From an optimization exercise on the open Yosys and OpenROAD flow, aimed at small area and a short achievable clock period; shortcuts taken in it are not production practice.
RTL that was checked went through simulation tests only; none was proved equivalent to the original.
Function not checked in runs 2 and 3: the RTL went through the layout flow alone.
Power figures rest on the tool's default switching activity, not on a simulated workload.

`flow/flow/run.sh`:
```
#!/bin/bash
# Standard ORFS flow (the standard.sh), with the port buffers made of
# sky130_fd_sc_hd__buf_2 instead of buffer_ports' default cell.
set -o pipefail
export BUFFER_PORTS_ARGS="-buffer_cell sky130_fd_sc_hd__buf_2"
bash standard.sh finish 2>&1 | tee standard_flow.log
```
`flow/standard.sh`:
```
#!/bin/bash
# synth_recipe.tcl (not shown) runs the flow's synth.tcl, then flattens the netlist and writes it again
# the make line also repeats each setting of config.mk as NAME=value (left out here)
make -C /OpenROAD-flow-scripts/flow DESIGN_CONFIG=/design/flow/config.mk WORK_HOME=/design/flow/orfs CLKGATE_MAP_FILE= SYNTH_SCRIPT=/design/flow/synth_recipe.tcl "${@:-finish}"
```
`flow/config.mk`:
```
export PLATFORM = sky130hd
export DESIGN_NAME = mac
export DESIGN_NICKNAME = mac
export VERILOG_FILES = /design/flow/design.v
export SDC_FILE = /design/flow/constraint.sdc
export NUM_CORES = 4
export LEC_CHECK = 0
export CAP_MARGIN = 20
export CORE_MARGIN = 2
export CORE_UTILIZATION = 60
export SETUP_SLACK_MARGIN = 1.5
export SLEW_MARGIN = 20
export SYNTH_HIERARCHICAL = 1
```
`flow/constraint.sdc`:
```
create_clock -name core_clock -period 6.5 [get_ports {clk}]
set_input_delay 1.3000 -clock core_clock [delete_from_list [all_inputs] [get_ports {clk}]]
set_output_delay 1.3000 -clock core_clock [all_outputs]
set_load 0.01 [all_outputs]
```
`flow/design.v`:
```
module mac_fa(input a, input b, input c, output s, output co);
  assign s = a ^ b ^ c;
  assign co = (a & b) | (a & c) | (b & c);
endmodule
module mac_x3(input a, input b, input c, output s);
  assign s = a ^ b ^ c;
endmodule
module mac_mj(input a, input b, input c, output co);
  assign co = (a & b) | (a & c) | (b & c);
endmodule
module mac_xor(input a, input b, output s);
  assign s = a ^ b;
endmodule
module mac(A, B, C, D, clk, reset, Acc);
  input [7:0] A, B, C, D;
  input clk, reset;
  output [31:0] Acc;
  reg [31:0] R;
  reg [1:0] V;
  reg [8:0] W;
  wire p_A0B0 = ~(A[0] & B[0]);
  wire p_A0B1 = ~(A[0] & B[1]);
  wire p_A0B2 = ~(A[0] & B[2]);
  wire p_A0B3 = ~(A[0] & B[3]);
  wire p_A0B4 = ~(A[0] & B[4]);
  wire p_A0B5 = ~(A[0] & B[5]);
  wire p_A0B6 = ~(A[0] & B[6]);
  wire p_A0B7 = ~(A[0] & B[7]);
  wire p_A1B0 = ~(A[1] & B[0]);
  wire p_A1B1 = ~(A[1] & B[1]);
  wire p_A1B2 = ~(A[1] & B[2]);
  wire p_A1B3 = ~(A[1] & B[3]);
  wire p_A1B4 = ~(A[1] & B[4]);
  wire p_A1B5 = ~(A[1] & B[5]);
  wire p_A1B6 = ~(A[1] & B[6]);
  wire p_A1B7 = ~(A[1] & B[7]);
  wire p_A2B0 = ~(A[2] & B[0]);
  wire p_A2B1 = ~(A[2] & B[1]);
  wire p_A2B2 = ~(A[2] & B[2]);
  wire p_A2B3 = ~(A[2] & B[3]);
  wire p_A2B4 = ~(A[2] & B[4]);
  wire p_A2B5 = ~(A[2] & B[5]);
  wire p_A2B6 = ~(A[2] & B[6]);
  wire p_A2B7 = ~(A[2] & B[7]);
  wire p_A3B0 = ~(A[3] & B[0]);
  wire p_A3B1 = ~(A[3] & B[1]);
  wire p_A3B2 = ~(A[3] & B[2]);
  wire p_A3B3 = ~(A[3] & B[3]);
  wire p_A3B4 = ~(A[3] & B[4]);
  wire p_A3B5 = ~(A[3] & B[5]);
  wire p_A3B6 = ~(A[3] & B[6]);
  wire p_A3B7 = ~(A[3] & B[7]);
  wire p_A4B0 = ~(A[4] & B[0]);
  wire p_A4B1 = ~(A[4] & B[1]);
  wire p_A4B2 = ~(A[4] & B[2]);
  wire p_A4B3 = ~(A[4] & B[3]);
  wire p_A4B4 = ~(A[4] & B[4]);
  wire p_A4B5 = ~(A[4] & B[5]);
  wire p_A4B6 = ~(A[4] & B[6]);
  wire p_A4B7 = ~(A[4] & B[7]);
  wire p_A5B0 = ~(A[5] & B[0]);
  wire p_A5B1 = ~(A[5] & B[1]);
  wire p_A5B2 = ~(A[5] & B[2]);
  wire p_A5B3 = ~(A[5] & B[3]);
  wire p_A5B4 = ~(A[5] & B[4]);
  wire p_A5B5 = ~(A[5] & B[5]);
  wire p_A5B6 = ~(A[5] & B[6]);
  wire p_A5B7 = ~(A[5] & B[7]);
  wire p_A6B0 = ~(A[6] & B[0]);
  wire p_A6B1 = ~(A[6] & B[1]);
  wire p_A6B2 = ~(A[6] & B[2]);
  wire p_A6B3 = ~(A[6] & B[3]);
  wire p_A6B4 = ~(A[6] & B[4]);
  wire p_A6B5 = ~(A[6] & B[5]);
  wire p_A6B6 = ~(A[6] & B[6]);
  wire p_A6B7 = ~(A[6] & B[7]);
  wire p_A7B0 = ~(A[7] & B[0]);
  wire p_A7B1 = ~(A[7] & B[1]);
  wire p_A7B2 = ~(A[7] & B[2]);
  wire p_A7B3 = ~(A[7] & B[3]);
  wire p_A7B4 = ~(A[7] & B[4]);
  wire p_A7B5 = ~(A[7] & B[5]);
  wire p_A7B6 = ~(A[7] & B[6]);
  wire p_A7B7 = ~(A[7] & B[7]);
  wire p_C0D0 = ~(C[0] & D[0]);
  wire p_C0D1 = ~(C[0] & D[1]);
  wire p_C0D2 = ~(C[0] & D[2]);
  wire p_C0D3 = ~(C[0] & D[3]);
  wire p_C0D4 = ~(C[0] & D[4]);
  wire p_C0D5 = ~(C[0] & D[5]);
  wire p_C0D6 = ~(C[0] & D[6]);
  wire p_C0D7 = ~(C[0] & D[7]);
  wire p_C1D0 = ~(C[1] & D[0]);
  wire p_C1D1 = ~(C[1] & D[1]);
  wire p_C1D2 = ~(C[1] & D[2]);
  wire p_C1D3 = ~(C[1] & D[3]);
  wire p_C1D4 = ~(C[1] & D[4]);
  wire p_C1D5 = ~(C[1] & D[5]);
  wire p_C1D6 = ~(C[1] & D[6]);
  wire p_C1D7 = ~(C[1] & D[7]);
  wire p_C2D0 = ~(C[2] & D[0]);
  wire p_C2D1 = ~(C[2] & D[1]);
  wire p_C2D2 = ~(C[2] & D[2]);
  wire p_C2D3 = ~(C[2] & D[3]);
  wire p_C2D4 = ~(C[2] & D[4]);
  wire p_C2D5 = ~(C[2] & D[5]);
  wire p_C2D6 = ~(C[2] & D[6]);
  wire p_C2D7 = ~(C[2] & D[7]);
  wire p_C3D0 = ~(C[3] & D[0]);
  wire p_C3D1 = ~(C[3] & D[1]);
  wire p_C3D2 = ~(C[3] & D[2]);
  wire p_C3D3 = ~(C[3] & D[3]);
  wire p_C3D4 = ~(C[3] & D[4]);
  wire p_C3D5 = ~(C[3] & D[5]);
  wire p_C3D6 = ~(C[3] & D[6]);
  wire p_C3D7 = ~(C[3] & D[7]);
  wire p_C4D0 = ~(C[4] & D[0]);
  wire p_C4D1 = ~(C[4] & D[1]);
  wire p_C4D2 = ~(C[4] & D[2]);
  wire p_C4D3 = ~(C[4] & D[3]);
  wire p_C4D4 = ~(C[4] & D[4]);
  wire p_C4D5 = ~(C[4] & D[5]);
  wire p_C4D6 = ~(C[4] & D[6]);
  wire p_C4D7 = ~(C[4] & D[7]);
  wire p_C5D0 = ~(C[5] & D[0]);
  wire p_C5D1 = ~(C[5] & D[1]);
  wire p_C5D2 = ~(C[5] & D[2]);
  wire p_C5D3 = ~(C[5] & D[3]);
  wire p_C5D4 = ~(C[5] & D[4]);
  wire p_C5D5 = ~(C[5] & D[5]);
  wire p_C5D6 = ~(C[5] & D[6]);
  wire p_C5D7 = ~(C[5] & D[7]);
  wire p_C6D0 = ~(C[6] & D[0]);
  wire p_C6D1 = ~(C[6] & D[1]);
  wire p_C6D2 = ~(C[6] & D[2]);
  wire p_C6D3 = ~(C[6] & D[3]);
  wire p_C6D4 = ~(C[6] & D[4]);
  wire p_C6D5 = ~(C[6] & D[5]);
  wire p_C6D6 = ~(C[6] & D[6]);
  wire p_C6D7 = ~(C[6] & D[7]);
  wire p_C7D0 = ~(C[7] & D[0]);
  wire p_C7D1 = ~(C[7] & D[1]);
  wire p_C7D2 = ~(C[7] & D[2]);
  wire p_C7D3 = ~(C[7] & D[3]);
  wire p_C7D4 = ~(C[7] & D[4]);
  wire p_C7D5 = ~(C[7] & D[5]);
  wire p_C7D6 = ~(C[7] & D[6]);
  wire p_C7D7 = ~(C[7] & D[7]);
  wire s0, c0;
  wire s1, c1;
  wire s2, c2;
  wire s3, c3;
  wire s4, c4;
  wire s5, c5;
  wire s6, c6;
  wire s7, c7;
  wire s8, c8;
  wire s9, c9;
  wire s10, c10;
  wire s11, c11;
  wire s12, c12;
  wire s13, c13;
  wire s14, c14;
  wire s15, c15;
  wire s16, c16;
  wire s17, c17;
  wire s18, c18;
  wire s19, c19;
  wire s20, c20;
  wire s21, c21;
  wire s22, c22;
  wire s23, c23;
  wire s24, c24;
  wire s25, c25;
  wire s26, c26;
  wire s27, c27;
  wire s28, c28;
  wire s29, c29;
  wire s30, c30;
  wire s31, c31;
  wire s32, c32;
  wire s33, c33;
  wire s34, c34;
  wire s35, c35;
  wire s36, c36;
  wire s37, c37;
  wire s38, c38;
  wire s39, c39;
  wire s40, c40;
  wire s41, c41;
  wire s42, c42;
  wire s43, c43;
  wire s44, c44;
  wire s45, c45;
  wire s46, c46;
  wire s47, c47;
  wire s48, c48;
  wire s49, c49;
  wire s50, c50;
  wire s51, c51;
  wire s52, c52;
  wire s53, c53;
  wire s54, c54;
  wire s55, c55;
  wire s56, c56;
  wire s57, c57;
  wire s58, c58;
  wire s59, c59;
  wire s60, c60;
  wire s61, c61;
  wire s62, c62;
  wire s63, c63;
  wire s64, c64;
  wire s65, c65;
  wire s66, c66;
  wire s67, c67;
  wire s68, c68;
  wire s69, c69;
  wire s70, c70;
  wire s71, c71;
  wire s72, c72;
  wire s73, c73;
  wire s74, c74;
  wire s75, c75;
  wire s76, c76;
  wire s77, c77;
  wire s78, c78;
  wire s79, c79;
  wire s80, c80;
  wire s81, c81;
  wire s82, c82;
  wire s83, c83;
  wire s84, c84;
  wire s85, c85;
  wire s86, c86;
  wire s87, c87;
  wire s88, c88;
  wire s89, c89;
  wire s90, c90;
  wire s91, c91;
  wire s92, c92;
  wire s93, c93;
  wire s94, c94;
  wire s95, c95;
  wire s96, c96;
  wire s97, c97;
  wire s98, c98;
  wire s99, c99;
  wire s100, c100;
  wire s101, c101;
  wire s102, c102;
  wire s103, c103;
  wire s104, c104;
  wire s105, c105;
  wire s106, c106;
  wire s107, c107;
  wire s108, c108;
  wire s109, c109;
  wire s110, c110;
  wire s111, c111;
  wire s112, c112;
  wire s113, c113;
  wire s114, c114;
  wire s115, c115;
  wire s116, c116;
  wire s117, c117;
  wire s118, c118;
  wire s119, c119;
  wire s120, c120;
  wire s121, c121;
  wire s122, c122;
  wire s123, c123;
  wire s124, c124;
  wire s125, c125;
  wire s126, c126;
  wire s127, c127;
  wire s128, c128;
  wire s129, c129;
  wire s130, c130;
  wire s131, c131;
  wire s132, c132;
  wire s133, c133;
  wire s134, c134;
  wire s135, c135;
  wire s136, c136;
  wire s137, c137;
  wire s138, c138;
  wire s139, c139;
  wire s140, c140;
  wire s141, c141;
  wire s142, c142;
  wire s143, c143;
  wire s144, c144;
  wire s145, c145;
  wire s146, c146;
  wire s147, c147;
  wire s148, c148;
  wire s149, c149;
  wire s150, c150;
  wire s151, c151;
  wire s152, c152;
  mac_xor u_s0 (R[0], p_A0B0, s0);
  assign c0 = R[0] & (A[0] & B[0]);
  mac_fa u_s1 (R[1], p_A0B1, p_A1B0, s1, c1);
  mac_fa u_s2 (p_C0D1, p_C1D0, ~c0, s2, c2);
  mac_fa u_s3 (R[2], p_A0B2, p_A1B1, s3, c3);
  mac_fa u_s4 (p_A2B0, p_C0D2, p_C1D1, s4, c4);
  mac_fa u_s5 (p_C2D0, c1, s3, s5, c5);
  mac_xor u_s6 (s4, c2, s6);
  assign c6 = ~s4 & ~c2;
  mac_fa u_s7 (R[3], p_A0B3, p_A1B2, s7, c7);
  mac_fa u_s8 (p_A2B1, p_A3B0, p_C0D3, s8, c8);
  mac_fa u_s9 (p_C1D2, p_C2D1, p_C3D0, s9, c9);
  mac_fa u_s10 (c3, c4, s7, s10, c10);
  mac_fa u_s11 (s8, s9, ~c6, s11, c11);
  mac_xor u_s12 (c5, s10, s12);
  assign c12 = ~c5 & ~s10;
  mac_fa u_s13 (R[4], p_A0B4, p_A1B3, s13, c13);
  mac_fa u_s14 (p_A2B2, p_A3B1, p_A4B0, s14, c14);
  mac_fa u_s15 (p_C0D4, p_C1D3, p_C2D2, s15, c15);
  mac_fa u_s16 (p_C3D1, p_C4D0, c7, s16, c16);
  mac_fa u_s17 (c8, c9, s13, s17, c17);
  mac_fa u_s18 (s14, s15, s16, s18, c18);
  mac_fa u_s19 (c10, s17, ~c12, s19, c19);
  mac_xor u_s20 (c11, s18, s20);
  assign c20 = ~c11 & ~s18;
  mac_fa u_s21 (R[5], p_A0B5, p_A1B4, s21, c21);
  mac_fa u_s22 (p_A2B3, p_A3B2, p_A4B1, s22, c22);
  mac_fa u_s23 (p_A5B0, p_C0D5, p_C1D4, s23, c23);
  mac_fa u_s24 (p_C2D3, p_C3D2, p_C4D1, s24, c24);
  mac_fa u_s25 (p_C5D0, c13, c14, s25, c25);
  mac_fa u_s26 (c15, s21, s22, s26, c26);
  mac_fa u_s27 (s23, s24, c16, s27, c27);
  mac_fa u_s28 (c17, s25, s26, s28, c28);
  mac_fa u_s29 (s27, c18, s28, s29, c29);
  mac_xor u_s30 (c20, c19, s30);
  assign c30 = c20 & ~c19;
  mac_fa u_s31 (V[0], ~R[6], p_A0B6, s31, c31);
  mac_fa u_s32 (p_A1B5, p_A2B4, p_A3B3, s32, c32);
  mac_fa u_s33 (p_A4B2, p_A5B1, p_A6B0, s33, c33);
  mac_fa u_s34 (p_C0D6, p_C1D5, p_C2D4, s34, c34);
  mac_fa u_s35 (p_C3D3, p_C4D2, p_C5D1, s35, c35);
  mac_fa u_s36 (p_C6D0, c21, c22, s36, c36);
  mac_fa u_s37 (c23, c24, s31, s37, c37);
  mac_fa u_s38 (s32, s33, s34, s38, c38);
  mac_fa u_s39 (s35, c25, s36, s39, c39);
  mac_fa u_s40 (c26, s37, s38, s40, c40);
  mac_fa u_s41 (c27, s39, c28, s41, c41);
  mac_fa u_s42 (s40, ~c30, c29, s42, c42);
  mac_xor u_s43 (s41, s42, s43);
  assign c43 = ~s41 & ~s42;
  mac_fa u_s44 (R[7], W[0], (A[0] & B[7]), s44, c44);
  mac_fa u_s45 (p_A1B6, p_A2B5, p_A3B4, s45, c45);
  mac_fa u_s46 (p_A4B3, p_A5B2, p_A6B1, s46, c46);
  mac_fa u_s47 (p_A7B0, p_C0D7, p_C1D6, s47, c47);
  mac_fa u_s48 (p_C2D5, p_C3D4, p_C4D3, s48, c48);
  mac_fa u_s49 (p_C5D2, p_C6D1, p_C7D0, s49, c49);
  mac_fa u_s50 (c31, c32, c33, s50, c50);
  mac_fa u_s51 (c34, c35, ~s44, s51, c51);
  mac_fa u_s52 (s45, s46, s47, s52, c52);
  mac_x3 u_s53 (s48, s49, c36, s53);
  mac_mj u_c53 (s48, s49, c36, c53);
  mac_x3 u_s54 (c37, s50, c38, s54);
  mac_mj u_c54 (c37, s50, c38, c54);
  mac_fa u_s55 (s51, s52, s53, s55, c55);
  mac_fa u_s56 (s54, c39, c40, s56, c56);
  mac_fa u_s57 (s55, c41, s56, s57, c57);
  mac_xor u_s58 (c42, s57, s58);
  assign c58 = ~c42 & ~s57;
  mac_fa u_s59 (R[8], W[1], p_A1B7, s59, c59);
  mac_fa u_s60 (p_A2B6, p_A3B5, p_A4B4, s60, c60);
  mac_fa u_s61 (p_A5B3, p_A6B2, p_A7B1, s61, c61);
  mac_fa u_s62 (p_C1D7, p_C2D6, p_C3D5, s62, c62);
  mac_fa u_s63 (p_C4D4, p_C5D3, p_C6D2, s63, c63);
  mac_fa u_s64 (p_C7D1, c45, c46, s64, c64);
  mac_fa u_s65 (c47, c48, c49, s65, c65);
  mac_fa u_s66 (s59, s60, ~c44, s66, c66);
  mac_fa u_s67 (s61, s62, s63, s67, c67);
  mac_fa u_s68 (c50, s64, c52, s68, c68);
  mac_fa u_s69 (s65, c51, s66, s69, c69);
  mac_fa u_s70 (s67, c53, c54, s70, c70);
  mac_fa u_s71 (s68, s69, c55, s71, c71);
  mac_fa u_s72 (s70, c56, s71, s72, c72);
  mac_xor u_s73 (c57, c58, s73);
  assign c73 = ~c57 & c58;
  mac_fa u_s74 (R[9], W[2], (A[2] & B[7]), s74, c74);
  mac_fa u_s75 (p_A3B6, p_A4B5, p_A5B4, s75, c75);
  mac_fa u_s76 (p_A6B3, p_A7B2, p_C2D7, s76, c76);
  mac_fa u_s77 (p_C3D6, p_C4D5, p_C5D4, s77, c77);
  mac_fa u_s78 (p_C6D3, p_C7D2, c59, s78, c78);
  mac_fa u_s79 (c60, c61, c62, s79, c79);
  mac_fa u_s80 (c63, s75, ~s74, s80, c80);
  mac_fa u_s81 (s76, s77, s78, s81, c81);
  mac_fa u_s82 (c64, c65, c66, s82, c82);
  mac_fa u_s83 (c67, s79, s80, s83, c83);
  mac_fa u_s84 (s81, c68, s82, s84, c84);
  mac_x3 u_s85 (c69, s83, c70, s85);
  mac_mj u_c85 (c69, s83, c70, c85);
  mac_fa u_s86 (s84, c71, s85, s86, c86);
  mac_xor u_s87 (c72, s86, s87);
  assign c87 = ~c72 & ~s86;
  mac_fa u_s88 (W[3], ~R[10], p_A3B7, s88, c88);
  mac_fa u_s89 (p_A4B6, p_A5B5, p_A6B4, s89, c89);
  mac_fa u_s90 (p_A7B3, p_C3D7, p_C4D6, s90, c90);
  mac_fa u_s91 (p_C5D5, p_C6D4, p_C7D3, s91, c91);
  mac_fa u_s92 (c75, c76, c77, s92, c92);
  mac_fa u_s93 (s88, s89, ~c74, s93, c93);
  mac_fa u_s94 (s90, s91, c78, s94, c94);
  mac_x3 u_s95 (c79, s92, c80, s95);
  mac_mj u_c95 (c79, s92, c80, c95);
  mac_fa u_s96 (s93, c81, s94, s96, c96);
  mac_fa u_s97 (s95, c82, c83, s97, c97);
  mac_fa u_s98 (s96, c84, s97, s98, c98);
  mac_x3 u_s99 (c85, s98, c86, s99);
  mac_mj u_c99 (c85, s98, c86, c99);
  mac_fa u_s100 (R[11], W[4], p_A4B7, s100, c100);
  mac_fa u_s101 (p_A5B6, p_A6B5, p_A7B4, s101, c101);
  mac_fa u_s102 (p_C4D7, p_C5D6, p_C6D5, s102, c102);
  mac_fa u_s103 (p_C7D4, c88, c89, s103, c103);
  mac_fa u_s104 (c90, c91, s100, s104, c104);
  mac_fa u_s105 (s101, s102, c92, s105, c105);
  mac_fa u_s106 (s103, c93, s104, s106, c106);
  mac_fa u_s107 (c94, c95, s105, s107, c107);
  mac_fa u_s108 (s106, c96, s107, s108, c108);
  mac_x3 u_s109 (c97, s108, c98, s109);
  mac_mj u_c109 (c97, s108, c98, c109);
  mac_fa u_s110 (R[12], W[5], p_A5B7, s110, c110);
  mac_fa u_s111 (p_A6B6, p_A7B5, p_C5D7, s111, c111);
  mac_fa u_s112 (p_C6D6, p_C7D5, c100, s112, c112);
  mac_fa u_s113 (c101, c102, s110, s113, c113);
  mac_fa u_s114 (s111, c103, s112, s114, c114);
  mac_fa u_s115 (c104, s113, c105, s115, c115);
  mac_fa u_s116 (s114, c106, s115, s116, c116);
  mac_fa u_s117 (c107, s116, c108, s117, c117);
  mac_fa u_s118 (R[13], W[6], p_A6B7, s118, c118);
  mac_fa u_s119 (p_A7B6, p_C6D7, p_C7D6, s119, c119);
  mac_fa u_s120 (c110, c111, s118, s120, c120);
  mac_fa u_s121 (s119, c112, c113, s121, c121);
  mac_fa u_s122 (s120, c114, s121, s122, c122);
  mac_fa u_s123 (c115, s122, c116, s123, c123);
  mac_fa u_s124 (R[14], W[7], p_A7B7, s124, c124);
  mac_fa u_s125 (p_C7D7, c118, c119, s125, c125);
  mac_fa u_s126 (s124, c120, s125, s126, c126);
  mac_fa u_s127 (c121, s126, c122, s127, c127);
  mac_fa u_s128 (R[15], W[8], c124, s128, c128);
  mac_fa u_s129 (c125, s128, c126, s129, c129);
  mac_xor u_s130 (R[16], c128, s130);
  assign c130 = R[16] & ~c128;
  mac_xor u_s131 (p_C0D0, s0, s131);
  assign c131 = (C[0] & D[0]) & ~s0;
  mac_fa u_s132 (~c131, s1, s2, s132, c132);
  mac_fa u_s133 (~s6, s5, c132, s133, c133);
  mac_fa u_s134 (~s12, s11, c133, s134, c134);
  mac_fa u_s135 (~s20, s19, c134, s135, c135);
  mac_x3 u_s136 (s30, s29, c135, s136);
  mac_mj u_c136 (s30, s29, c135, c136);
  mac_xor u_s137 (s130, c129, s137);
  assign c137 = ~s130 & ~c129;
  mac_fa u_s138 (R[17], c130, c137, s138, c138);
  mac_xor u_s139 (R[18], c138, s139);
  assign c139 = R[18] & c138;
  mac_xor u_s140 (R[19], c139, s140);
  assign c140 = R[19] & c139;
  mac_xor u_s141 (R[20], V[1], s141);
  assign c141 = R[20] & V[1];
  mac_xor u_s142 (R[21], c141, s142);
  assign c142 = R[21] & c141;
  mac_xor u_s143 (R[22], c142, s143);
  assign c143 = R[22] & c142;
  mac_xor u_s144 (R[23], c143, s144);
  assign c144 = R[23] & c143;
  mac_xor u_s145 (R[24], c144, s145);
  assign c145 = R[24] & c144;
  mac_xor u_s146 (R[25], c145, s146);
  assign c146 = R[25] & c145;
  mac_xor u_s147 (R[26], c146, s147);
  assign c147 = R[26] & c146;
  mac_xor u_s148 (R[27], c147, s148);
  assign c148 = R[27] & c147;
  mac_xor u_s149 (R[28], c148, s149);
  assign c149 = R[28] & c148;
  mac_xor u_s150 (R[29], c149, s150);
  assign c150 = R[29] & c149;
  mac_xor u_s151 (R[30], c150, s151);
  assign c151 = R[30] & c150;
  mac_xor u_s152 (R[31], c151, s152);
  assign c152 = R[31] & c151;
  wire [31:0] z = {1'b0, 1'b0, 1'b0, 1'b0, 1'b0, 1'b0, 1'b0, 1'b0, 1'b0, 1'b0, 1'b0, V[1], 1'b0, 1'b0, 1'b0, 1'b0, ~W[8], ~W[7], ~W[6], ~W[5], ~W[4], ~W[3], W[2], ~W[1], W[0], ~V[0], 1'b0, 1'b0, 1'b0, 1'b0, 1'b0, 1'b0};
  wire [31:0] h, g, t;
  assign h[0] = R[0];
  assign g[0] = 1'b0;
  assign t[0] = R[0];
  assign h[1] = ~R[1];
  assign g[1] = 1'b0;
  assign t[1] = ~R[1];
  assign h[2] = ~R[2];
  assign g[2] = 1'b0;
  assign t[2] = ~R[2];
  assign h[3] = ~R[3];
  assign g[3] = 1'b0;
  assign t[3] = ~R[3];
  assign h[4] = ~R[4];
  assign g[4] = 1'b0;
  assign t[4] = ~R[4];
  assign h[5] = ~R[5];
  assign g[5] = 1'b0;
  assign t[5] = ~R[5];
  wire h6r;
  mac_xor u_h6 (R[6], V[0], h6r);
  assign h[6] = ~h6r;
  assign g[6] = R[6] & ~V[0];
  assign t[6] = R[6] | ~V[0];
  wire h7r;
  mac_xor u_h7 (R[7], W[0], h7r);
  assign h[7] = h7r;
  assign g[7] = R[7] & W[0];
  assign t[7] = R[7] | W[0];
  wire h8r;
  mac_xor u_h8 (R[8], W[1], h8r);
  assign h[8] = h8r;
  assign g[8] = ~R[8] & ~W[1];
  assign t[8] = ~R[8] | ~W[1];
  wire h9r;
  mac_xor u_h9 (R[9], W[2], h9r);
  assign h[9] = h9r;
  assign g[9] = R[9] & W[2];
  assign t[9] = R[9] | W[2];
  wire h10r;
  mac_xor u_h10 (R[10], W[3], h10r);
  assign h[10] = ~h10r;
  assign g[10] = R[10] & ~W[3];
  assign t[10] = R[10] | ~W[3];
  wire h11r;
  mac_xor u_h11 (R[11], W[4], h11r);
  assign h[11] = h11r;
  assign g[11] = ~R[11] & ~W[4];
  assign t[11] = ~R[11] | ~W[4];
  wire h12r;
  mac_xor u_h12 (R[12], W[5], h12r);
  assign h[12] = h12r;
  assign g[12] = ~R[12] & ~W[5];
  assign t[12] = ~R[12] | ~W[5];
  wire h13r;
  mac_xor u_h13 (R[13], W[6], h13r);
  assign h[13] = h13r;
  assign g[13] = ~R[13] & ~W[6];
  assign t[13] = ~R[13] | ~W[6];
  wire h14r;
  mac_xor u_h14 (R[14], W[7], h14r);
  assign h[14] = h14r;
  assign g[14] = ~R[14] & ~W[7];
  assign t[14] = ~R[14] | ~W[7];
  wire h15r;
  mac_xor u_h15 (R[15], W[8], h15r);
  assign h[15] = h15r;
  assign g[15] = ~R[15] & ~W[8];
  assign t[15] = ~R[15] | ~W[8];
  assign h[16] = R[16];
  assign g[16] = 1'b0;
  assign t[16] = R[16];
  assign h[17] = R[17];
  assign g[17] = 1'b0;
  assign t[17] = R[17];
  assign h[18] = R[18];
  assign g[18] = 1'b0;
  assign t[18] = R[18];
  assign h[19] = R[19];
  assign g[19] = 1'b0;
  assign t[19] = R[19];
  wire h20r;
  mac_xor u_h20 (R[20], V[1], h20r);
  assign h[20] = h20r;
  assign g[20] = R[20] & V[1];
  assign t[20] = R[20] | V[1];
  assign h[21] = R[21];
  assign g[21] = 1'b0;
  assign t[21] = R[21];
  assign h[22] = R[22];
  assign g[22] = 1'b0;
  assign t[22] = R[22];
  assign h[23] = R[23];
  assign g[23] = 1'b0;
  assign t[23] = R[23];
  assign h[24] = R[24];
  assign g[24] = 1'b0;
  assign t[24] = R[24];
  assign h[25] = R[25];
  assign g[25] = 1'b0;
  assign t[25] = R[25];
  assign h[26] = R[26];
  assign g[26] = 1'b0;
  assign t[26] = R[26];
  assign h[27] = R[27];
  assign g[27] = 1'b0;
  assign t[27] = R[27];
  assign h[28] = R[28];
  assign g[28] = 1'b0;
  assign t[28] = R[28];
  assign h[29] = R[29];
  assign g[29] = 1'b0;
  assign t[29] = R[29];
  assign h[30] = R[30];
  assign g[30] = 1'b0;
  assign t[30] = R[30];
  assign h[31] = R[31];
  assign g[31] = 1'b0;
  assign t[31] = R[31];
  wire G1 = g[1] | (t[1] & g[0]);
  wire T1 = t[1] & t[0];
  wire G2 = g[3] | (t[3] & g[2]);
  wire T2 = t[3] & t[2];
  wire G3 = g[5] | (t[5] & g[4]);
  wire T3 = t[5] & t[4];
  wire G4 = g[7] | (t[7] & g[6]);
  wire T4 = t[7] & t[6];
  wire G5 = g[9] | (t[9] & g[8]);
  wire T5 = t[9] & t[8];
  wire G6 = g[11] | (t[11] & g[10]);
  wire T6 = t[11] & t[10];
  wire G7 = g[13] | (t[13] & g[12]);
  wire T7 = t[13] & t[12];
  wire G8 = g[15] | (t[15] & g[14]);
  wire T8 = t[15] & t[14];
  wire G9 = g[17] | (t[17] & g[16]);
  wire T9 = t[17] & t[16];
  wire G10 = g[19] | (t[19] & g[18]);
  wire T10 = t[19] & t[18];
  wire G11 = g[21] | (t[21] & g[20]);
  wire T11 = t[21] & t[20];
  wire G12 = g[23] | (t[23] & g[22]);
  wire T12 = t[23] & t[22];
  wire G13 = g[25] | (t[25] & g[24]);
  wire T13 = t[25] & t[24];
  wire G14 = g[27] | (t[27] & g[26]);
  wire T14 = t[27] & t[26];
  wire G15 = g[29] | (t[29] & g[28]);
  wire T15 = t[29] & t[28];
  wire G16 = g[31] | (t[31] & g[30]);
  wire T16 = t[31] & t[30];
  wire G17 = G2 | (T2 & G1);
  wire T17 = T2 & T1;
  wire G18 = G4 | (T4 & G3);
  wire T18 = T4 & T3;
  wire G19 = G6 | (T6 & G5);
  wire T19 = T6 & T5;
  wire G20 = G8 | (T8 & G7);
  wire T20 = T8 & T7;
  wire G21 = G10 | (T10 & G9);
  wire T21 = T10 & T9;
  wire G22 = G12 | (T12 & G11);
  wire T22 = T12 & T11;
  wire G23 = G14 | (T14 & G13);
  wire T23 = T14 & T13;
  wire G24 = G16 | (T16 & G15);
  wire T24 = T16 & T15;
  wire G25 = G18 | (T18 & G17);
  wire T25 = T18 & T17;
  wire G26 = G20 | (T20 & G19);
  wire T26 = T20 & T19;
  wire G27 = G22 | (T22 & G21);
  wire T27 = T22 & T21;
  wire G28 = G24 | (T24 & G23);
  wire T28 = T24 & T23;
  wire G29 = G26 | (T26 & G25);
  wire T29 = T26 & T25;
  wire G30 = G28 | (T28 & G27);
  wire T30 = T28 & T27;
  wire G31 = G30 | (T30 & G29);
  wire T31 = T30 & T29;
  wire G32 = G27 | (T27 & G29);
  wire T32 = T27 & T29;
  wire G33 = G19 | (T19 & G25);
  wire T33 = T19 & T25;
  wire G34 = G21 | (T21 & G29);
  wire T34 = T21 & T29;
  wire G35 = G23 | (T23 & G32);
  wire T35 = T23 & T32;
  wire G36 = G3 | (T3 & G17);
  wire T36 = T3 & T17;
  wire G37 = G5 | (T5 & G25);
  wire T37 = T5 & T25;
  wire G38 = G7 | (T7 & G33);
  wire T38 = T7 & T33;
  wire G39 = G9 | (T9 & G29);
  wire T39 = T9 & T29;
  wire G40 = G11 | (T11 & G34);
  wire T40 = T11 & T34;
  wire G41 = G13 | (T13 & G32);
  wire T41 = T13 & T32;
  wire G42 = G15 | (T15 & G35);
  wire T42 = T15 & T35;
  wire G43 = g[2] | (t[2] & G1);
  wire T43 = t[2] & T1;
  wire G44 = g[4] | (t[4] & G17);
  wire T44 = t[4] & T17;
  wire G45 = g[6] | (t[6] & G36);
  wire T45 = t[6] & T36;
  wire G46 = g[8] | (t[8] & G25);
  wire T46 = t[8] & T25;
  wire G47 = g[10] | (t[10] & G37);
  wire T47 = t[10] & T37;
  wire G48 = g[12] | (t[12] & G33);
  wire T48 = t[12] & T33;
  wire G49 = g[14] | (t[14] & G38);
  wire T49 = t[14] & T38;
  wire G50 = g[16] | (t[16] & G29);
  wire T50 = t[16] & T29;
  wire G51 = g[18] | (t[18] & G39);
  wire T51 = t[18] & T39;
  wire G52 = g[20] | (t[20] & G34);
  wire T52 = t[20] & T34;
  wire G53 = g[22] | (t[22] & G40);
  wire T53 = t[22] & T40;
  wire G54 = g[24] | (t[24] & G32);
  wire T54 = t[24] & T32;
  wire G55 = g[26] | (t[26] & G41);
  wire T55 = t[26] & T41;
  wire G56 = g[28] | (t[28] & G35);
  wire T56 = t[28] & T35;
  wire G57 = g[30] | (t[30] & G42);
  wire T57 = t[30] & T42;
  wire [31:0] cin = {G57, G42, G56, G35, G55, G41, G54, G32, G53, G40, G52, G34, G51, G39, G50, G29, G49, G38, G48, G33, G47, G37, G46, G25, G45, G36, G44, G17, G43, G1, g[0], 1'b0};
  assign Acc = h ^ cin;
  always @(posedge clk, negedge reset)
    if (reset == 0) begin
      R <= 32'h0000f93e;
      V <= 2'h1;
      W <= 9'h1fa;
    end else begin
      R <= {s152, s151, s150, s149, s148, s147, s146, s145, s144, s143, s142, s141, s140, s139, s138, s137, s129, s127, s123, s117, s109, c87, c73, s72, c43, s43, s136, s135, s134, s133, s132, s131};
      V <= {c140, c136};
      W <= {c127, c123, c117, c109, c99, s99, s87, s73, s58};
    end
endmodule
```
==> flow_summary.json, run 1 <==
{
  "syn_nets": 652,
  "pin_count": 66,
  "dr.pass1.iters": 4,
  "drc": 0,
  "diodes": 0,
  "wl_per_cell_um": 19.34,
  "period_share_pct": 66.12,
  "fp-row-count": 34,
  "cts_resized": 0,
  "synth_adder_area_share_pct": 48.44,
  "place_area_um2": 5769,
  "crit_path_start_kind": "input port",
  "final_cells": 641,
  "synthMuxAreaShare_pct": 0,
  "post-place-cells": 633,
  "arrival_ns": 4.52,
  "track_usage_pct": 28.10,
  "ys_top_cells_by_area": "fa_1 44%, dfrtp_1 11%, nand2_1 9.3%",
  "cts_buffers": 5,
  "finalSetupViolations": 0,
  "crit_buf_inv": 1,
  "die_y_um": 99.12,
  "cp_max_fo": 8,
  "hp-class": "reg -> reg",
  "clk_path_buf_depth": 2,
  "ys_ff_latch": 43,
  "hpwl_um": 10150,
  "worst-r2r-cell-count": 6,
  "cp_top_family": "adder cells",
  "final_area_um2": 5857,
  "whs_path_depth": 1,
  "synth-edff-count": 0,
  "finalClockSkew_ns": 0.01145,
  "cts_hold_buf": 0,
  "yosysWarnings": 7,
  "power_mw": 3.527,
  "clk_latency_ns": 0.31,
  "p_leak_nw": 2.577,
  "syn2layout_area_growth_pct": 7.882,
  "rsz0062_at_grt": "no",
  "antenna_found_initial": 0,
  "slew_headroom_pct": 61.62,
  "tightest_slew_ns": 0.5757,
  "finalWirelength_um": 12400,
  "gp_congestion": 0.9696,
  "htree_num_levels": 2,
  "synth_top_family_by_area": "adder cells",
  "die_w_um": 99.12,
  "path_class": "in -> reg",
  "maxSlewViolCount": 0,
  "drv_cap": 0,
  "grt_pass1_vias": 4063,
  "grt_max_degree": 44,
  "hold_start": "R[30]$_DFF_PN0_",
  "ys.flop_type": "dfrtp_1",
  "antenna_left": 0,
  "synth-simple-area-share_pct": 13.62,
  "path_cells": "buf_2 -> nand2_1 -> fa_1 -> fa_1 -> xor3_1 -> fa_1 -> fa_1 -> xor3_1",
  "endpoint_kind": "flop",
  "grt_pass1_wl_um": 20670,
  "dr_total_vias": 3589,
  "synth_compound_area_share_pct": 2.074,
  "cts_tree": "built",
  "clkTransAtPathRegs_ns": 0.10,
  "p_per_area_nw_per_um2": 602.3,
  "slowest_delay_ns": 0.58,
  "status": "timing/DRC/antenna clean",
  "seq_area_frac_synth_pct": 20.26,
  "yosysTopAreaCell": "fa_1",
  "layout_common_cells": "135 x nand2_1, 120 x fa_1, 64 x buf_2, 48 x xor2_1, 24 x dfrtp_1",
  "timing.rr.end": "W[3]$_DFF_PN1_",
  "hold_viol": 0,
  "portBuffers": 65,
  "min_to": "R[30]$_DFF_PN0_",
  "rrSetupSlack_ns": 3.04,
  "fmax_mhz": 232.7,
  "reg2reg_from": "W[1]$_DFF_PN1_",
  "syn_area_per_cell_um2": 11.06,
  "cp.required_ns": 6.72,
  "crit_slowest_cell": "fa_1",
  "cts.sinks": 43,
  "cts_setup_buffers": 0,
  "syn_inst": 491,
  "finalNetCount": 693,
  "tns_ns": 0,
  "overflow": 0,
  "vias_per_cell": 5.599,
  "cts_root_buf": "clkbuf_8",
  "first_iter_violations": 127,
  "async_flop_share_pct": 100.0,
  "fin_crit_ns": 4.298,
  "synth_xor_area_share_pct": 11.94,
  "coreArea_um2": 8763,
  "synth_cell_type_count": 35,
  "start_util_pct": 61.95,
  "path_common_cell": "fa_1",
  "synth_area_um2": 5429,
  "ir_drop_mv": 0.7828,
  "drive_gt1_share_pct": 19.51,
  "synth_top_area_share_pct": 44.25,
  "die-area_um2": 9825,
  "layout_commonest_cell": "nand2_1"
}
==> synth_stat cells, types with 3 or more instances <==
library cell,n
ha_1,7
clkbuf_1,30
xor3_1,7
o21ai_0,3
or2_2,4
maj3_2,8
nand2_1,135
and3_1,4
xnor2_1,7
dfrtp_1,24
and2_1,8
inv_1,21
fa_1,120
maj3_1,5
nor2_1,14
xor2_1,48
dfstp_2,19
==> layer usage <==
layer	part of all wire (%)	GRT usage, %	routed length [um]	vias up
li1	-	-	-	1584
met1	39	36.27	4816	1868
met2	54	50.00	6698	113
met3	4.6	3.795	569	24
met4	2.5	8.430	309	0
met5	0	0	0	-
==> registers in the layout, indices dropped and copies added (netlist names) <==
| signal | cells |
|---|---|
| V | 2 |
| R | 32 |
| W | 9 |
==> modules after synthesis (local to each module, per instance) <==
module   flops+latches  times used  cells inside  area, um2
mac_mj               0           7             1      11.26
mac                 43           1           320       2457
mac_x3               0           7             1      23.77
mac_xor              0          37             1      8.758
mac_fa               0         120             1      20.02
==> through the flow <==
step | hold slack (ns) | setup slack [ns] | utilization (%)
global route | 0.5155 | 2.070 | 66.83
CTS | 0.4964 | 2.202 | 66.80
detailed placement | 0.4822 | 1.879 | 65.83
global placement | 0.4735 | 1.942 | 65.83
finish | 0.4929 | 2.202 | 66.83
floorplan | 0.4576 | 1.955 | -
==> report_power, final <==
| part | switching (mW) | internal [mW] | leakage, nW |
|---|---|---|---|
| combinational | 1.29 | 1.40 | 2.02 |
| sequential | 0.155 | 0.497 | 0.512 |
| clock | 0.109 | 0.0756 | 0.0412 |
==> how the worst max path moves through the flow <==
stage,startpoint,to,slack [ns],cells after the start
final,B[6],W[3]$_DFF_PN1_,2.20,8
after global routing,B[6],W[3]$_DFF_PN1_,2.07,8
after CTS,B[6],W[3]$_DFF_PN1_,2.20,8
after detailed placement,B[6],W[3]$_DFF_PN1_,1.88,8
after global placement,B[6],W[3]$_DFF_PN1_,1.94,8
after floorplan,A[3],W[3]$_DFF_PN1_,1.95,8
==> kinds of logic after synthesis <==
| family | Yosys count |
|---|---|
| buffers and inverters | 52 |
| AND/OR/NAND/NOR | 178 |
| flip-flops | 43 |
| adder cells (fa/ha/maj) | 140 |
| XOR/XNOR | 62 |
| AO/OA/AOI/OAI | 16 |
==> final cells by class <==
class                      count  area, um2
fill                         695       2907
clock buffer                   6      72.57
sequential                    43       1100
clock inverter                 2      12.51
tap                          108      135.1
multi-input combinational    396       4130
timing repair buffer          65      327.8
inverter                      21      78.83
==> run 2: changes to the inputs <==
--- a/flow/design.v
+++ b/flow/design.v
@@ -360,10 +360,9 @@
   mac_fa u_s52 (s45, s46, s47, s52, c52);
   mac_x3 u_s53 (s48, s49, c36, s53);
   mac_mj u_c53 (s48, s49, c36, c53);
-  mac_x3 u_s54 (c37, s50, c38, s54);
-  mac_mj u_c54 (c37, s50, c38, c54);
+  mac_fa u_s54 (c37, s50, c38, s54, c54);
   mac_fa u_s55 (s51, s52, s53, s55, c55);
-  mac_fa u_s56 (s54, c39, c40, s56, c56);
+  mac_fa u_s56 (c39, s54, c40, s56, c56);
   mac_fa u_s57 (s55, c41, s56, s57, c57);
   mac_xor u_s58 (c42, s57, s58);
   assign c58 = ~c42 & ~s57;
@@ -406,10 +405,9 @@
   mac_fa u_s92 (c75, c76, c77, s92, c92);
   mac_fa u_s93 (s88, s89, ~c74, s93, c93);
   mac_fa u_s94 (s90, s91, c78, s94, c94);
-  mac_x3 u_s95 (c79, s92, c80, s95);
-  mac_mj u_c95 (c79, s92, c80, c95);
+  mac_fa u_s95 (c79, s92, c80, s95, c95);
   mac_fa u_s96 (s93, c81, s94, s96, c96);
-  mac_fa u_s97 (s95, c82, c83, s97, c97);
+  mac_fa u_s97 (c82, c83, s95, s97, c97);
   mac_fa u_s98 (s96, c84, s97, s98, c98);
   mac_x3 u_s99 (c85, s98, c86, s99);
   mac_mj u_c99 (c85, s98, c86, c99);
@@ -420,7 +418,7 @@
   mac_fa u_s104 (c90, c91, s100, s104, c104);
   mac_fa u_s105 (s101, s102, c92, s105, c105);
   mac_fa u_s106 (s103, c93, s104, s106, c106);
-  mac_fa u_s107 (c94, c95, s105, s107, c107);
+  mac_fa u_s107 (c94, s105, c95, s107, c107);
   mac_fa u_s108 (s106, c96, s107, s108, c108);
   mac_x3 u_s109 (c97, s108, c98, s109);
   mac_mj u_c109 (c97, s108, c98, c109);
@@ -452,8 +450,7 @@
   mac_fa u_s133 (~s6, s5, c132, s133, c133);
   mac_fa u_s134 (~s12, s11, c133, s134, c134);
   mac_fa u_s135 (~s20, s19, c134, s135, c135);
-  mac_x3 u_s136 (s30, s29, c135, s136);
-  mac_mj u_c136 (s30, s29, c135, c136);
+  mac_fa u_s136 (s30, s29, c135, s136, c136);
   mac_xor u_s137 (s130, c129, s137);
   assign c137 = ~s130 & ~c129;
   mac_fa u_s138 (R[17], c130, c137, s138, c138);
==> flow_summary.json, run 2 <==
{
  "synth_area_um2": 5384,
  "diodes": 0,
  "arrival_ns": 3.00,
  "tns_ns": 0,
  "p_switching_mw": 1.493,
  "yosysWarnings": 7,
  "slew_headroom_pct": 61.78,
  "syn2layout_area_growth_pct": 8.529,
  "antenna_left": 0,
  "rsz0062_at_grt": "no",
  "die_w_um": 98.73,
  "cts_resized": 0,
  "syn_nets": 652,
  "seq_area_frac_synth_pct": 20.43,
  "clk_latency_ns": 0.31,
  "finalNetCount": 693,
  "synthMuxAreaShare_pct": 0,
  "syn_inst": 488,
  "layout_common_cells": "135 x nand2_1, 123 x fa_1, 64 x buf_2, 48 x xor2_1, 24 x dfrtp_1",
  "grt_pass1_wl_um": 20440,
  "cts_setup_buffers": 0,
  "gp_congestion": 0.9565,
  "ys_top_cells_by_area": "fa_1 46%, dfrtp_1 11%, nand2_1 9.4%",
  "period_share_pct": 66.18,
  "fp-row-count": 34,
  "tightest_slew_ns": 0.5733,
  "status": "timing/DRC/antenna clean",
  "ys.flop_type": "dfrtp_1",
  "hold_viol": 0,
  "synth_adder_area_share_pct": 49.34,
  "clkPwrFrac_pct": 6.6,
  "finalWirelength_um": 12000,
  "p_per_area_nw_per_um2": 585.4,
  "cts_hold_buf": 0,
  "synth_xor_area_share_pct": 10.71,
  "syn_area_per_cell_um2": 11.03,
  "first_iter_violations": 149,
  "portBuffers": 65,
  "drv_cap": 0,
  "p_leak_nw": 2.548,
  "clk_path_buf_depth": 2,
  "pin_count": 66,
  "drive_gt1_share_pct": 19.25,
  "yosysMostFrequentCell": "nand2_1",
  "cp_max_fo": 5,
  "cts.sinks": 43,
  "grt_pass1_vias": 3927,
  "vias_per_cell": 5.610,
  "rrSetupSlack_ns": 3.04,
  "finalClockSkew_ns": 0.003501,
  "cts_buffers": 5,
  "yosysTopAreaCell": "fa_1",
  "maxSlewViolCount": 0,
  "overflow": 0,
  "largest_reg_flops": 32,
  "fin_crit_ns": 4.302,
  "coreArea_um2": 8721,
  "fin_util_pct": 67.00,
  "synth_top_family_by_area": "adder cells",
  "path_class": "reg -> out",
  "track_usage_pct": 27.81,
  "htree_num_levels": 2,
  "die-area_um2": 9747,
  "synth-simple-area-share_pct": 13.73,
  "p_int_mw": 1.928,
  "layout_commonest_cell": "nand2_1",
  "dr_total_vias": 3579,
  "top_regs": "R x32, W x9, V x2",
  "ir_drop_mv": 0.3892,
  "hp-class": "reg -> reg",
  "drc": 0,
  "cts_tree": "built",
  "synth_top_area_share_pct": 45.74,
  "whs_path_depth": 1,
  "start_util_pct": 61.74,
  "async_flop_share_pct": 100.0,
  "dr.pass1.iters": 6,
  "wl_per_cell_um": 18.80,
  "fmax_mhz": 232.5,
  "combPwrFrac_pct": 74.2,
  "synth_cell_type_count": 35,
  "cp.required_ns": 5.20,
  "worst-r2r-cell-count": 6,
  "synth_compound_area_share_pct": 2.092,
  "finalSetupViolations": 0,
  "crit_path_start_kind": "flop",
  "clkTransAtPathRegs_ns": 0.09,
  "antenna_found_initial": 0,
  "cts_root_buf": "clkbuf_8",
  "synthTopCellsByCount": "135 x nand2_1, 123 x fa_1, 48 x xor2_1",
  "regMostFlops": "R",
  "hpwl_um": 9789,
  "ys_ff_latch": 43,
  "grt_max_degree": 44,
  "swShare_pct": 43.65,
  "die_y_um": 98.73,
  "endpoint_kind": "output port",
  "seq_power_share_pct": 19.2,
  "synth-edff-count": 0
}
[run 2: cells by family (layout without fill, tap and decap cells)]
| kind of cell | after synthesis | after routing |
|---|---|---|
| AOI/OAI and AO/OA | 16 | 16 |
| adders and majority gates | 140 | 140 |
| DFF | 43 | 43 |
| and+or+nand+nor | 178 | 178 |
| buffers and inverters | 52 | 94 |
| xor gates and xnor gates | 59 | 59 |
[run 2: per-module statistics from Yosys (local to each module, per instance)]
module | times used | cells inside | flops+latches | cell area, um2
mac | 1 | 320 | 43 | 2457
mac_fa | 123 | 1 | 0 | 20.02
mac_xor | 37 | 1 | 0 | 8.758
mac_x3 | 4 | 1 | 0 | 23.77
mac_mj | 4 | 1 | 0 | 11.26
[run 2: path summary, 6_finish.rpt]
check / from / endpoint
max in group asynchronous: reset / R[11]$_DFF_PN1_
hold reg to reg: R[31]$_DFF_PN0_ / R[31]$_DFF_PN0_
hold / removal: R[31]$_DFF_PN0_ / R[31]$_DFF_PN0_
setup reg to reg: W[1]$_DFF_PN1_ / W[3]$_DFF_PN1_
setup / recovery: W[1]$_DFF_PN1_ / Acc[27]
min in group asynchronous: reset / R[0]$_DFF_PN0_
[run 2: power groups by stage]
stage | Sequential (mW) | Clock [mW] | Combinational [mW]
floorplan | 0.615 | 0 | 2.01
global placement | 0.658 | 0 | 2.51
detailed placement | 0.659 | 0 | 2.55
CTS | 0.658 | 0.234 | 2.58
global route | 0.684 | 0.244 | 2.90
finish | 0.656 | 0.226 | 2.54
[run 2: final cells by class]
| cell class | instances | area (um2) |
|---|---|---|
| flip-flops and latches | 43 | 1100 |
| well taps | 108 | 135.1 |
| clock buffers | 5 | 68.82 |
| repair buffers | 65 | 327.8 |
| inverters | 21 | 78.83 |
| clock inverters | 3 | 47.55 |
| multi-input cells | 393 | 4085 |
| fillers | 698 | 2878 |
[run 2: metal layers]
layer	vias up	global-route usage [%]	part of all wire (%)
met5	-	0	0
met1	1854	38.51	39
met4	0	7.376	2.1
met3	24	3.830	6.2
met2	138	47.15	52
li1	1563	-	-
[run 2: critical path: stages (launching register included)]
cell,delay [ns]
dfstp_2,0.61
nor2_1,0.09
maj3_1,0.40
a211oi_1,0.47
o22a_1,0.31
o31a_1,0.26
nor2_1,0.08
ha_1,0.19
xor2_1,0.15
buf_2,0.15
[run 2: stage by stage]
step | cells | total power [mW] | cell area [um2] | worst slack, ns | hold WS [ns]
6_report | 638 | 3.421 | 5843 | 2.198 | 0.4974
5_1_grt | 638 | 3.830 | 5843 | 2.025 | 0.5243
4_1_cts | 638 | 3.474 | 5841 | 2.183 | 0.5057
3_5_place_dp | 630 | 3.213 | 5724 | 1.920 | 0.4813
3_3_place_gp | 630 | 3.168 | 5724 | 1.930 | 0.4773
2_1_floorplan | 488 | 2.623 | 5384 | 1.994 | 0.4576
==> run 3: changes to the inputs <==
--- a/flow/design.v
+++ b/flow/design.v
@@ -358,8 +358,7 @@
   mac_fa u_s50 (c31, c32, c33, s50, c50);
   mac_fa u_s51 (c34, c35, ~s44, s51, c51);
   mac_fa u_s52 (s45, s46, s47, s52, c52);
-  mac_x3 u_s53 (s48, s49, c36, s53);
-  mac_mj u_c53 (s48, s49, c36, c53);
+  mac_fa u_s53 (s48, s49, c36, s53, c53);
   mac_fa u_s54 (c37, s50, c38, s54, c54);
   mac_fa u_s55 (s51, s52, s53, s55, c55);
   mac_fa u_s56 (c39, s54, c40, s56, c56);
@@ -393,8 +392,7 @@
   mac_fa u_s82 (c64, c65, c66, s82, c82);
   mac_fa u_s83 (c67, s79, s80, s83, c83);
   mac_fa u_s84 (s81, c68, s82, s84, c84);
-  mac_x3 u_s85 (c69, s83, c70, s85);
-  mac_mj u_c85 (c69, s83, c70, c85);
+  mac_fa u_s85 (c69, s83, c70, s85, c85);
   mac_fa u_s86 (s84, c71, s85, s86, c86);
   mac_xor u_s87 (c72, s86, s87);
   assign c87 = ~c72 & ~s86;
@@ -409,8 +407,7 @@
   mac_fa u_s96 (s93, c81, s94, s96, c96);
   mac_fa u_s97 (c82, c83, s95, s97, c97);
   mac_fa u_s98 (s96, c84, s97, s98, c98);
-  mac_x3 u_s99 (c85, s98, c86, s99);
-  mac_mj u_c99 (c85, s98, c86, c99);
+  mac_fa u_s99 (c85, s98, c86, s99, c99);
   mac_fa u_s100 (R[11], W[4], p_A4B7, s100, c100);
   mac_fa u_s101 (p_A5B6, p_A6B5, p_A7B4, s101, c101);
   mac_fa u_s102 (p_C4D7, p_C5D6, p_C6D5, s102, c102);
@@ -420,8 +417,7 @@
   mac_fa u_s106 (s103, c93, s104, s106, c106);
   mac_fa u_s107 (c94, s105, c95, s107, c107);
   mac_fa u_s108 (s106, c96, s107, s108, c108);
-  mac_x3 u_s109 (c97, s108, c98, s109);
-  mac_mj u_c109 (c97, s108, c98, c109);
+  mac_fa u_s109 (c97, s108, c98, s109, c109);
   mac_fa u_s110 (R[12], W[5], p_A5B7, s110, c110);
   mac_fa u_s111 (p_A6B6, p_A7B5, p_C5D7, s111, c111);
   mac_fa u_s112 (p_C6D6, p_C7D5, c100, s112, c112);
==> flow_summary.json, run 3 <==
{
  "antenna_found_initial": 0,
  "dr_total_vias": 3621,
  "arrival_ns": 4.77,
  "ys.flop_type": "dfrtp_1",
  "wl_per_cell_um": 17.57,
  "layout_commonest_cell": "nand2_1",
  "ir_drop_mv": 0.4429,
  "gp_congestion": 0.8872,
  "cts_root_buf": "clkbuf_8",
  "slowest_delay_ns": 0.49,
  "track_usage_pct": 26.22,
  "synth_adder_area_share_pct": 49.65,
  "async_flop_share_pct": 100.0,
  "hold_start": "R[31]$_DFF_PN0_",
  "synth_cell_type_count": 39,
  "crit_buf_inv": 1,
  "first_iter_violations": 192,
  "p_leak_nw": 2.542,
  "die-area_um2": 9814,
  "drv_cap": 0,
  "path_common_cell": "fa_1",
  "cts_buffers": 5,
  "hold_viol": 0,
  "cts.sinks": 43,
  "reg2reg_from": "R[6]$_DFF_PN0_",
  "seq_area_frac_synth_pct": 20.28,
  "cts_resized": 0,
  "htree_num_levels": 2,
  "finalNetCount": 711,
  "grt_max_degree": 44,
  "cts_hold_buf": 0,
  "fin_crit_ns": 4.536,
  "ys_ff_latch": 43,
  "grt_pass1_wl_um": 19410,
  "syn2layout_area_growth_pct": 8.860,
  "path_cells": "buf_2 -> nand2_1 -> fa_1 -> fa_1 -> fa_1 -> fa_1 -> fa_1 -> fa_1 -> fa_1",
  "finalSetupViolations": 0,
  "synth_top_area_share_pct": 46.89,
  "ys_top_cells_by_area": "fa_1 47%, dfrtp_1 11%, nand2_1 9.4%",
  "cp_max_fo": 9,
  "synthTopCellsByCount": "136 x nand2_1, 127 x fa_1, 48 x xor2_1",
  "syn_inst": 502,
  "synthMuxAreaShare_pct": 0,
  "yosysMostFrequentCell": "nand2_1",
  "pin_count": 66,
  "yosysWarnings": 7,
  "fp-row-count": 34,
  "final_cells": 652,
  "synth-simple-area-share_pct": 14.91,
  "rrSetupSlack_ns": 2.72,
  "clk_latency_ns": 0.31,
  "slew_headroom_pct": 36.71,
  "crit_path_start_kind": "input port",
  "dr.pass1.iters": 5,
  "fin_util_pct": 67.36,
  "crit_slowest_cell": "fa_1",
  "timing.rr.end": "W[3]$_DFF_PN1_",
  "syn_nets": 670,
  "largest_reg_flops": 32,
  "combPwrFrac_pct": 72.6,
  "cts_setup_buffers": 0,
  "hpwl_um": 9657,
  "period_share_pct": 69.79,
  "grt_pass1_vias": 3950,
  "coreArea_um2": 8763,
  "fmax_mhz": 220.4,
  "overflow": 0,
  "worst-r2r-cell-count": 8,
  "power_mw": 3.336,
  "synth-edff-count": 0,
  "tns_ns": 0,
  "diodes": 0,
  "p_per_area_nw_per_um2": 565.1,
  "path_class": "in -> reg",
  "status": "timing/DRC/antenna clean",
  "rsz0062_at_grt": "no",
  "top_regs": "R x32, W x9, V x2",
  "p_switching_mw": 1.532,
  "hp-class": "reg -> reg",
  "drive_gt1_share_pct": 18.93,
  "vias_per_cell": 5.554,
  "endpoint_kind": "flop",
  "whs_ns": 0.4906,
  "layout_common_cells": "136 x nand2_1, 127 x fa_1, 65 x buf_2, 48 x xor2_1, 24 x dfrtp_1",
  "synth_top_family_by_area": "adder cells",
  "die_w_um": 99.07,
  "fill_cells": 700,
  "portBuffers": 65,
  "antenna_left": 0,
  "synth_compound_area_share_pct": 2.700,
  "regMostFlops": "R",
  "synth_xor_area_share_pct": 8.722,
  "cts_tree": "built",
  "clkPwrFrac_pct": 7.9,
  "clkTransAtPathRegs_ns": 0.11,
  "die_y_um": 99.07,
  "min_to": "R[31]$_DFF_PN0_",
  "finalWirelength_um": 11460,
  "p_int_mw": 1.804,
  "drc": 0,
  "synth_area_um2": 5423,
  "maxSlewViolCount": 0,
  "start_util_pct": 61.88,
  "finalClockSkew_ns": 0.02375,
  "cp.required_ns": 6.74,
  "seq_area_um2": 1100,
  "cp_top_family": "adder cells",
  "whs_path_depth": 1,
  "clk_path_buf_depth": 2,
  "yosysTopAreaCell": "fa_1",
  "swShare_pct": 45.92,
  "tightest_slew_ns": 0.9493,
  "seq_power_share_pct": 19.5,
  "post-place-cells": 644,
  "multi_input_area_um2": 4120,
  "syn_area_per_cell_um2": 10.80
}
[run 3: routing by layer]
metal / up-vias / GRT usage [%] / part of all wire (%)
met3: 23 / 3.617 / 4.2
met5: - / 0 / 0
li1: 1612 / - / -
met4: 0 / 9.168 / 3.2
met1: 1886 / 35.24 / 41
met2: 100 / 44.33 / 52
[run 3: layout make-up]
cell class	instances	area share [%]
Multi-Input combinational cell	406	69.80
Inverter	22	1.399
Tap cell	108	2.289
Clock inverter	3	1.208
Timing Repair Buffer	65	5.511
Sequential cell	43	18.63
Clock buffer	5	1.166
[run 3: metrics by stage]
stage	setup WS, ns	instance area [um2]
detailed placement	1.640	5763
global route	1.862	5903
CTS	1.947	5903
floorplan	1.770	5423
global placement	1.733	5763
finish	1.964	5903
[run 3: power groups by stage]
stage	Clock (mW)	Combinational, mW	Sequential, mW
after floorplan	0	1.84	0.617
after global placement	0	2.38	0.654
after detailed placement	0	2.46	0.657
after CTS	0.270	2.48	0.654
after global routing	0.281	2.83	0.677
final	0.263	2.42	0.650
[run 3: worst max-delay path by stage]
stage,start,end,slack (ns),cells past startpoint
2_1_floorplan,B[0],W[3]$_DFF_PN1_,1.77,9
3_3_place_gp,A[5],W[3]$_DFF_PN1_,1.73,9
3_5_place_dp,B[0],W[3]$_DFF_PN1_,1.64,9
4_1_cts,B[0],W[3]$_DFF_PN1_,1.95,9
5_1_grt,B[0],W[3]$_DFF_PN1_,1.86,9
6_report,B[0],W[3]$_DFF_PN1_,1.96,9
[run 3: worst reg2reg max path, delay by kind of cell (launching register included)]
kind / cells / cell delay (ns)
buffers and inverters: 1 / 0.12
adder cells (fa/ha/maj): 7 / 3.14
flip-flops: 1 / 0.44
[run 3: cells by family (layout without fill, tap and decap cells)]
logic type                 after synthesis  after routing
AOI/OAI and AO/OA                       22             22
buffers and inverters                   53             95
DFF                                     43             43
adders and majority gates              140            140
and+or+nand+nor                        190            190
xor gates and xnor gates                54             54
[run 3: per-module statistics from Yosys (local to each module, per instance)]
module | flip-flops and latches | cells | times used | area [um2]
mac_fa | 0 | 1 | 127 | 20.02
mac | 43 | 338 | 1 | 2556
mac_xor | 0 | 1 | 37 | 8.758

## separate check: timing with driven ports
How much do the figures lean on ideal ports? The routed layouts below were timed once more, with nothing changed but the port constraints. Step 1 (the two cells are an assumption about what drives the block):
set clk [get_ports {clk}]
set_driving_cell -lib_cell sky130_fd_sc_hd__clkbuf_16 $clk
set_driving_cell -lib_cell sky130_fd_sc_hd__buf_2 [delete_from_list [all_inputs] $clk]
Step 2 times the ports against the registers' clock, not the clock port: input delays grow and output delays shrink by t, the midpoint of the rising clock arrivals with the driver on. a / b / c = ideal / step 1 / step 2; a / b = the first two.
| run | t, ns | setup WS [ns] | hold WS [ns] | worst setup path at the end | worst slew at a driven data input, ns |
|---|---|---|---|---|---|
| run 1 | 0.338 | 2.202 / 2.214 / 1.876 | 0.493 / 0.493 / 0.493 | input to register | 0.03 |
| run 2 | 0.341 | 2.198 / 2.168 / 1.924 | 0.497 / 0.497 / 0.497 | input to register | 0.04 |
| run 3 | 0.336 | 1.964 / 1.972 / 1.636 | 0.491 / 0.491 / 0.491 | input to register | 0.03 |
After both steps setup and hold are still met in every run listed. The setup slack of run 3, which loses most, moves by +0.008 ns with the drivers and by -0.328 ns with both steps.
